Source: an optimization exercise on an open RTL-to-GDS flow (aim: small area and a short achievable clock period). Production flows keep margins and buffers that such runs may drop.
RTL that was checked went through simulation tests only; none was proved equivalent to the original.
No driver is modelled on the clock port, so clock power and skew are understated where the tree is cut down; a real chip needs a root buffer or a tree.
Power figures rest on the tool's default switching activity, not on a simulated workload.

==> module image_buffer, before the edit <==
module image_buffer #(
    parameter IMAGE_WIDTH = 128
)(
    input  wire        clk,
    input  wire        reset,
    input  wire [7:0]  pixel_in,
    input  wire        pixel_valid,
    output wire [23:0] column,
    output wire        column_valid,   
    output wire        column_window   
);
    localparam N = 2 * IMAGE_WIDTH;
    reg  [7:0]     pix_r;
    reg            pix_v;
    reg  [8*N-1:0] chain;    
    reg  [6:0]     x_count;
    reg  [1:0]     y_count;  
    always @(posedge clk)
        pix_r <= pixel_in;
    always @(posedge clk or posedge reset) begin
        if (reset)
            pix_v <= 1'b0;
        else
            pix_v <= pixel_valid;
    end
    always @(posedge clk) begin
        if (pix_v)
            chain <= {chain[8*N-9:0], pix_r};
    end
    always @(posedge clk or posedge reset) begin
        if (reset) begin
            x_count <= 7'd0;
            y_count <= 2'd0;
        end else if (pix_v) begin
            x_count <= x_count + 7'd1;
            if (x_count == 7'd127 && !y_count[1])
                y_count <= y_count + 2'd1;
        end
    end
    assign column        = {pix_r, chain[8*(IMAGE_WIDTH-1) +: 8], chain[8*(N-1) +: 8]};
    assign column_valid  = pix_v;
    assign column_window = pix_v && y_count[1] && (x_count[6:1] != 6'd0);
endmodule
==> module sobel_core, before the edit <==
module sobel_core (
    input  wire        clk,
    input  wire        reset,
    input  wire [23:0] column,         
    input  wire        column_valid,
    input  wire        column_window,
    output reg  [7:0]  edge_magnitude,
    output reg         magnitude_valid
);
    wire [7:0] c = column[23:16];
    wire [7:0] b = column[15:8];
    wire [7:0] a = column[7:0];
    reg        [9:0] u1;
    reg signed [8:0] d1;
    reg              v1, w1;
    always @(posedge clk) begin
        u1 <= {2'b00, a} + {1'b0, b, 1'b0} + {2'b00, c};
        d1 <= $signed({1'b0, c}) - $signed({1'b0, a});
    end
    reg        [9:0]  uh0, uh1;
    reg signed [8:0]  dh0, dh1;
    reg signed [10:0] gx2, gy2;
    reg               w2;
    always @(posedge clk) begin
        if (v1) begin
            uh0 <= u1;  uh1 <= uh0;
            dh0 <= d1;  dh1 <= dh0;
        end
        gx2 <= $signed({1'b0, u1}) - $signed({1'b0, uh1});
        gy2 <= d1 + (dh0 <<< 1) + dh1;
    end
    wire [10:0] gx_neg = -gx2;
    wire [10:0] gy_neg = -gy2;
    reg  [9:0]  ax3, ay3;
    reg         w3;
    always @(posedge clk) begin
        ax3 <= gx2[10] ? gx_neg[9:0] : gx2[9:0];
        ay3 <= gy2[10] ? gy_neg[9:0] : gy2[9:0];
    end
    wire [10:0] sum = {1'b0, ax3} + {1'b0, ay3};
    reg  [7:0]  s4;
    reg         big4;
    reg         w4;
    always @(posedge clk) begin
        s4   <= sum[7:0];
        big4 <= sum[10:8] != 3'd0;
    end
    always @(posedge clk)
        edge_magnitude <= s4 | {8{big4}};
    always @(posedge clk or posedge reset) begin
        if (reset) begin
            v1 <= 1'b0; w1 <= 1'b0; w2 <= 1'b0; w3 <= 1'b0; w4 <= 1'b0;
            magnitude_valid <= 1'b0;
        end else begin
            v1 <= column_valid;
            w1 <= column_window;
            w2 <= w1;
            w3 <= w2;
            w4 <= w3;
            magnitude_valid <= w4;
        end
    end
endmodule
export LEC_CHECK = 0
export CAP_MARGIN = 35
export CORE_MARGIN = 2
export CORE_UTILIZATION = 65
export CTS_CLUSTER_DIAMETER = 100
export CTS_CLUSTER_SIZE = 30
export SETUP_SLACK_MARGIN = 5
export SLEW_MARGIN = 30
create_clock -name core_clock -period 7.5 [get_ports {clk}]
run.sh (not shown) runs the stock make flow with config.mk's settings and CLKGATE_MAP_FILE= SYNTH_SCRIPT=/design/flow/synth_recipe.tcl, a recipe that flattens the netlist after the stock synthesis.
Next try:
--- a/flow/design.v
+++ b/flow/design.v
@@ -11,20 +11,10 @@
 );
     localparam N = 2 * IMAGE_WIDTH;
-    reg  [7:0]     pix_r;
-    reg            pix_v;
     reg  [8*N-1:0] chain;    
     reg  [6:0]     x_count;
     reg  [1:0]     y_count;  
-    always @(posedge clk)
-        pix_r <= pixel_in;
-    always @(posedge clk or posedge reset) begin
-        if (reset)
-            pix_v <= 1'b0;
-        else
-            pix_v <= pixel_valid;
-    end
     always @(posedge clk) begin
-        if (pix_v)
-            chain <= {chain[8*N-9:0], pix_r};
+        if (pixel_valid)
+            chain <= {chain[8*N-9:0], pixel_in};
     end
     always @(posedge clk or posedge reset) begin
@@ -32,5 +22,5 @@
             x_count <= 7'd0;
             y_count <= 2'd0;
-        end else if (pix_v) begin
+        end else if (pixel_valid) begin
             x_count <= x_count + 7'd1;
             if (x_count == 7'd127 && !y_count[1])
@@ -38,7 +28,7 @@
         end
     end
-    assign column        = {pix_r, chain[8*(IMAGE_WIDTH-1) +: 8], chain[8*(N-1) +: 8]};
-    assign column_valid  = pix_v;
-    assign column_window = pix_v && y_count[1] && (x_count[6:1] != 6'd0);
+    assign column        = {pixel_in, chain[8*(IMAGE_WIDTH-1) +: 8], chain[8*(N-1) +: 8]};
+    assign column_valid  = pixel_valid;
+    assign column_window = pixel_valid && y_count[1] && (x_count[6:1] != 6'd0);
 endmodule
 module sobel_core (
@@ -73,26 +63,21 @@
         gy2 <= d1 + (dh0 <<< 1) + dh1;
     end
-    wire [10:0] gx_neg = -gx2;
-    wire [10:0] gy_neg = -gy2;
-    reg  [9:0]  ax3, ay3;
+    wire        sx = gx2[10];
+    wire        sy = gy2[10];
+    wire [9:0]  ox = gx2[9:0] ^ {10{sx}};
+    wire [9:0]  oy = gy2[9:0] ^ {10{sy}};
+    wire [10:0] sum = {1'b0, ox} + {1'b0, oy} + {10'd0, sx} + {10'd0, sy};
+    reg  [7:0]  s3;
+    reg         big3;
     reg         w3;
     always @(posedge clk) begin
-        ax3 <= gx2[10] ? gx_neg[9:0] : gx2[9:0];
-        ay3 <= gy2[10] ? gy_neg[9:0] : gy2[9:0];
-    end
-    wire [10:0] sum = {1'b0, ax3} + {1'b0, ay3};
-    reg  [7:0]  s4;
-    reg         big4;
-    reg         w4;
-    always @(posedge clk) begin
-        s4   <= sum[7:0];
-        big4 <= sum[10:8] != 3'd0;
+        s3   <= sum[7:0];
+        big3 <= sum[10:8] != 3'd0;
     end
     always @(posedge clk)
-        edge_magnitude <= s4 | {8{big4}};
+        edge_magnitude <= s3 | {8{big3}};
     always @(posedge clk or posedge reset) begin
         if (reset) begin
-            v1 <= 1'b0; w1 <= 1'b0; w2 <= 1'b0; w3 <= 1'b0; w4 <= 1'b0;
-            magnitude_valid <= 1'b0;
+            v1 <= 1'b0; w1 <= 1'b0; w2 <= 1'b0; w3 <= 1'b0;
         end else begin
             v1 <= column_valid;
@@ -100,8 +85,8 @@
             w2 <= w1;
             w3 <= w2;
-            w4 <= w3;
-            magnitude_valid <= w4;
         end
     end
+    always @(posedge clk)
+        magnitude_valid <= w3;
 endmodule
 module edge_detection_top #(
Effect: The new run produced a clean layout; first-iteration DRC count fell slightly; non-clock buffer count went up by 8; sequential share of layout area shrinks by 0.53 points; via count drops slightly; power rose by a few percent.
No run of this note included a check of the RTL's function; only the layout flow was run.

* * *

The RTL this note starts from:
==> flow/design.v <==
module image_buffer #(
    parameter IMAGE_WIDTH = 128
)(
    input  wire        clk,
    input  wire        reset,
    input  wire [7:0]  pixel_in,
    input  wire        pixel_valid,
    output wire [23:0] column,
    output wire        column_valid,   
    output wire        column_window   
);
    localparam N = 2 * IMAGE_WIDTH;
    reg  [7:0]     pix_r;
    reg            pix_v;
    reg  [8*N-1:0] chain;    
    reg  [6:0]     x_count;
    reg  [1:0]     y_count;  
    always @(posedge clk)
        pix_r <= pixel_in;
    always @(posedge clk or posedge reset) begin
        if (reset)
            pix_v <= 1'b0;
        else
            pix_v <= pixel_valid;
    end
    always @(posedge clk) begin
        if (pix_v)
            chain <= {chain[8*N-9:0], pix_r};
    end
    always @(posedge clk or posedge reset) begin
        if (reset) begin
            x_count <= 7'd0;
            y_count <= 2'd0;
        end else if (pix_v) begin
            x_count <= x_count + 7'd1;
            if (x_count == 7'd127 && !y_count[1])
                y_count <= y_count + 2'd1;
        end
    end
    assign column        = {pix_r, chain[8*(IMAGE_WIDTH-1) +: 8], chain[8*(N-1) +: 8]};
    assign column_valid  = pix_v;
    assign column_window = pix_v && y_count[1] && (x_count[6:1] != 6'd0);
endmodule
module sobel_core (
    input  wire        clk,
    input  wire        reset,
    input  wire [23:0] column,         
    input  wire        column_valid,
    input  wire        column_window,
    output reg  [7:0]  edge_magnitude,
    output reg         magnitude_valid
);
    wire [7:0] c = column[23:16];
    wire [7:0] b = column[15:8];
    wire [7:0] a = column[7:0];
    reg        [9:0] u1;
    reg signed [8:0] d1;
    reg              v1, w1;
    always @(posedge clk) begin
        u1 <= {2'b00, a} + {1'b0, b, 1'b0} + {2'b00, c};
        d1 <= $signed({1'b0, c}) - $signed({1'b0, a});
    end
    reg        [9:0]  uh0, uh1;    
    reg signed [8:0]  dh0;         
    reg signed [10:0] eh0;         
    wire signed [10:0] gx = $signed({1'b0, u1}) - $signed({1'b0, uh1});
    wire signed [10:0] gy = d1 + eh0;
    reg        [9:0]  ox2, oy2;
    reg               sx2, sy2;
    reg               w2;
    always @(posedge clk) begin
        if (v1) begin
            uh0 <= u1;  uh1 <= uh0;
            dh0 <= d1;  eh0 <= (d1 <<< 1) + dh0;
        end
        ox2 <= gx[9:0] ^ {10{gx[10]}};
        oy2 <= gy[9:0] ^ {10{gy[10]}};
        sx2 <= gx[10];
        sy2 <= gy[10];
    end
    wire [10:0] sum = {1'b0, ox2} + {1'b0, oy2} + {10'd0, sx2} + {10'd0, sy2};
    reg  [7:0]  s3;
    reg         big3;
    reg         w3;
    always @(posedge clk) begin
        s3   <= sum[7:0];
        big3 <= sum[10:8] != 3'd0;
    end
    always @(posedge clk)
        edge_magnitude <= s3 | {8{big3}};
    always @(posedge clk or posedge reset) begin
        if (reset) begin
            v1 <= 1'b0; w1 <= 1'b0; w2 <= 1'b0; w3 <= 1'b0;
        end else begin
            v1 <= column_valid;
            w1 <= column_window;
            w2 <= w1;
            w3 <= w2;
        end
    end
    always @(posedge clk)
        magnitude_valid <= w3;
endmodule
module edge_detection_top #(
    parameter IMAGE_WIDTH = 128
)(
    input  wire        clk,
    input  wire        reset,
    input  wire [7:0]  image_data,
    input  wire        data_valid,
    output wire [7:0]  edge_output,
    output wire        edge_valid
);
    wire [23:0] column;
    wire        column_valid, column_window;
    image_buffer #(
        .IMAGE_WIDTH(IMAGE_WIDTH)
    ) image_buffer_inst (
        .clk(clk),
        .reset(reset),
        .pixel_in(image_data),
        .pixel_valid(data_valid),
        .column(column),
        .column_valid(column_valid),
        .column_window(column_window)
    );
    sobel_core sobel_core_inst (
        .clk(clk),
        .reset(reset),
        .column(column),
        .column_valid(column_valid),
        .column_window(column_window),
        .edge_magnitude(edge_output),
        .magnitude_valid(edge_valid)
    );
endmodule
export LEC_CHECK = 0
export CAP_MARGIN = 35
export CORE_MARGIN = 2
export CORE_UTILIZATION = 65
export CTS_CLUSTER_DIAMETER = 100
export CTS_CLUSTER_SIZE = 30
export SETUP_SLACK_MARGIN = 5
export SLEW_MARGIN = 30
create_clock -name core_clock -period 7.5 [get_ports {clk}]
standard.sh (not shown) runs the stock make flow with config.mk's settings and CLKGATE_MAP_FILE= SYNTH_SCRIPT=/design/flow/synth_recipe.tcl, a recipe that flattens the netlist after the stock synthesis.
==> flow/flow/run.sh <==
#!/bin/bash
# The standard layout, except for the clock tree: CTS builds the leaf
# clusters without dummy loads, then flow/post_cts.tcl drives the leaves from
# four inverting roots on the clock port and makes the leaves inverting
# buffers (two levels instead of three). Ports are buffered with buf_2.
# make's output goes to make.log here; each ORFS step keeps its own log under
# orfs/logs.
set -euo pipefail
HERE=$(cd "$(dirname "${BASH_SOURCE[0]}")" && pwd)
export CTS_ARGS="-sink_clustering_enable -repair_clock_nets -dont_use_dummy_load -sink_clustering_size 22 -sink_clustering_max_diameter 60"
export BUFFER_PORTS_ARGS="-buffer_cell sky130_fd_sc_hd__buf_2"
export POST_CTS_TCL="$HERE/post_cts.tcl"
bash standard.sh > make.log 2>&1
Other scripts of this flow, unchanged in this note and not shown: flow/flow/post_cts.tcl, flow/flow/retree.tcl
Next try:
==> flow/design.v (replaced) <==
module image_buffer #(
    parameter IMAGE_WIDTH = 128
)(
    input  wire        clk,
    input  wire        reset,
    input  wire [7:0]  pixel_in,
    input  wire        pixel_valid,
    output wire [23:0] column,
    output wire [9:0]  column_ab,      
    output wire        column_valid,   
    output wire        column_window   
);
    localparam N = 2 * IMAGE_WIDTH;
    reg  [7:0]     pix_r;
    reg            pix_v;
    reg            shift;    
    reg  [8*N-1:0] chain;    
    reg  [9:0]     ab_r;     
    reg  [6:0]     x_count;
    reg  [1:0]     y_count;  
    always @(posedge clk) begin
        pix_r <= pixel_in;
        shift <= pixel_valid;
    end
    always @(posedge clk or posedge reset) begin
        if (reset)
            pix_v <= 1'b0;
        else
            pix_v <= pixel_valid;
    end
    always @(posedge clk) begin
        if (shift) begin
            chain <= {chain[8*N-9:0], pix_r};
            ab_r  <= {2'b00, chain[8*(N-2) +: 8]} + {1'b0, chain[8*(IMAGE_WIDTH-2) +: 8], 1'b0};
        end
    end
    always @(posedge clk or posedge reset) begin
        if (reset) begin
            x_count <= 7'd0;
            y_count <= 2'd0;
        end else if (pix_v) begin
            x_count <= x_count + 7'd1;
            if (x_count == 7'd127 && !y_count[1])
                y_count <= y_count + 2'd1;
        end
    end
    assign column        = {pix_r, chain[8*(IMAGE_WIDTH-1) +: 8], chain[8*(N-1) +: 8]};
    assign column_ab     = ab_r;
    assign column_valid  = pix_v;
    assign column_window = pix_v && y_count[1] && (x_count[6:1] != 6'd0);
endmodule
module sobel_core (
    input  wire        clk,
    input  wire        reset,
    input  wire [23:0] column,         
    input  wire [9:0]  column_ab,      
    input  wire        column_valid,
    input  wire        column_window,
    output reg  [7:0]  edge_magnitude,
    output reg         magnitude_valid
);
    wire [7:0] c = column[23:16];
    wire [7:0] a = column[7:0];
    reg        [9:0] u1;
    reg signed [8:0] d1;
    reg              v1, w1;
    always @(posedge clk) begin
        u1 <= column_ab + {2'b00, c};
        d1 <= $signed({1'b0, c}) - $signed({1'b0, a});
    end
    reg        [9:0]  uh0, uh1;    
    reg signed [8:0]  dh0;         
    reg signed [10:0] eh0;         
    reg signed [10:0] gx2, gy2;
    reg               w2;
    always @(posedge clk) begin
        if (v1) begin
            uh0 <= u1;  uh1 <= uh0;
            dh0 <= d1;  eh0 <= (d1 <<< 1) + dh0;
        end
        gx2 <= $signed({1'b0, u1}) - $signed({1'b0, uh1});
        gy2 <= d1 + eh0;
    end
    wire [10:0] gx_neg = -gx2;
    wire [10:0] gy_neg = -gy2;
    reg  [9:0]  ax3, ay3;
    reg         w3;
    always @(posedge clk) begin
        ax3 <= gx2[10] ? gx_neg[9:0] : gx2[9:0];
        ay3 <= gy2[10] ? gy_neg[9:0] : gy2[9:0];
    end
    reg  [10:0] s4;
    reg         w4;
    always @(posedge clk)
        s4 <= {1'b0, ax3} + {1'b0, ay3};
    always @(posedge clk)
        edge_magnitude <= s4[7:0] | {8{s4[10:8] != 3'd0}};
    always @(posedge clk or posedge reset) begin
        if (reset) begin
            v1 <= 1'b0; w1 <= 1'b0; w2 <= 1'b0; w3 <= 1'b0; w4 <= 1'b0;
        end else begin
            v1 <= column_valid;
            w1 <= column_window;
            w2 <= w1;
            w3 <= w2;
            w4 <= w3;
        end
    end
    always @(posedge clk)
        magnitude_valid <= w4;
endmodule
module edge_detection_top #(
    parameter IMAGE_WIDTH = 128
)(
    input  wire        clk,
    input  wire        reset,
    input  wire [7:0]  image_data,
    input  wire        data_valid,
    output wire [7:0]  edge_output,
    output wire        edge_valid
);
    wire [23:0] column;
    wire [9:0]  column_ab;
    wire        column_valid, column_window;
    image_buffer #(
        .IMAGE_WIDTH(IMAGE_WIDTH)
    ) image_buffer_inst (
        .clk(clk),
        .reset(reset),
        .pixel_in(image_data),
        .pixel_valid(data_valid),
        .column(column),
        .column_ab(column_ab),
        .column_valid(column_valid),
        .column_window(column_window)
    );
    sobel_core sobel_core_inst (
        .clk(clk),
        .reset(reset),
        .column(column),
        .column_ab(column_ab),
        .column_valid(column_valid),
        .column_window(column_window),
        .edge_magnitude(edge_output),
        .magnitude_valid(edge_valid)
    );
endmodule
Outcome: The new run completed without violations; synthesized cell count is higher by 3.6%; cell area grows by 0.80%; synthesized area increases by 1.2%; via count went up by 3.1%; register-to-register slack improved by 0.08 ns; routed wire length is higher by 4.3%; die area rises by 1.2%; worst setup slack is better by 0.042 ns; maximum frequency climbs by 1.8%; hold slack gains 0.023 ns; sequential power barely changes; combinational power decreases by 25%; first-iteration DRC count came out higher by 12%; cell count came out higher by 2.0%.
No run of this note takes its clock network from TritonCTS; it comes from the design's own scripts or RTL.

==> afterwards: timing with drivers on the ports <==
In the flow no input, the clock included, has a driving cell. The finished layouts below were timed again as built, in two steps.
Step 1: set_driving_cell puts a clkbuf_16 on clk and a buf_2 on each other input, an assumption about the parent block.
Step 2 also shifts input and output timing later by t, the mid clock arrival at the registers, as if the neighbouring blocks saw the same clock.
a / b / c = ideal / step 1 / step 2; a / b = the first two.
run	shift t [ns]	setup WS [ns]	hold WS [ns]	worst data-port slew with drivers (ns)	pins driven straight from the clock port
the first run of note 1	0.728	4.809 / 4.744 / 5.116	0.364 / 0.364 / 0.364	0.05	1
the second run of note 1	0.741	4.783 / 4.735 / 3.994	0.352 / 0.352 / 0.352	0.31	1
the first run of note 2	0.556	5.172 / 4.965 / 5.172	0.337 / 0.338 / 0.338	0.04	4
the second run of note 2	0.551	5.214 / 4.964 / 5.255	0.360 / 0.360 / 0.360	0.03	4
After both steps every run listed still meets setup and hold. The setup slack of the second run of note 1, which loses most, moves by -0.048 ns with the drivers and by -0.789 ns with both steps.
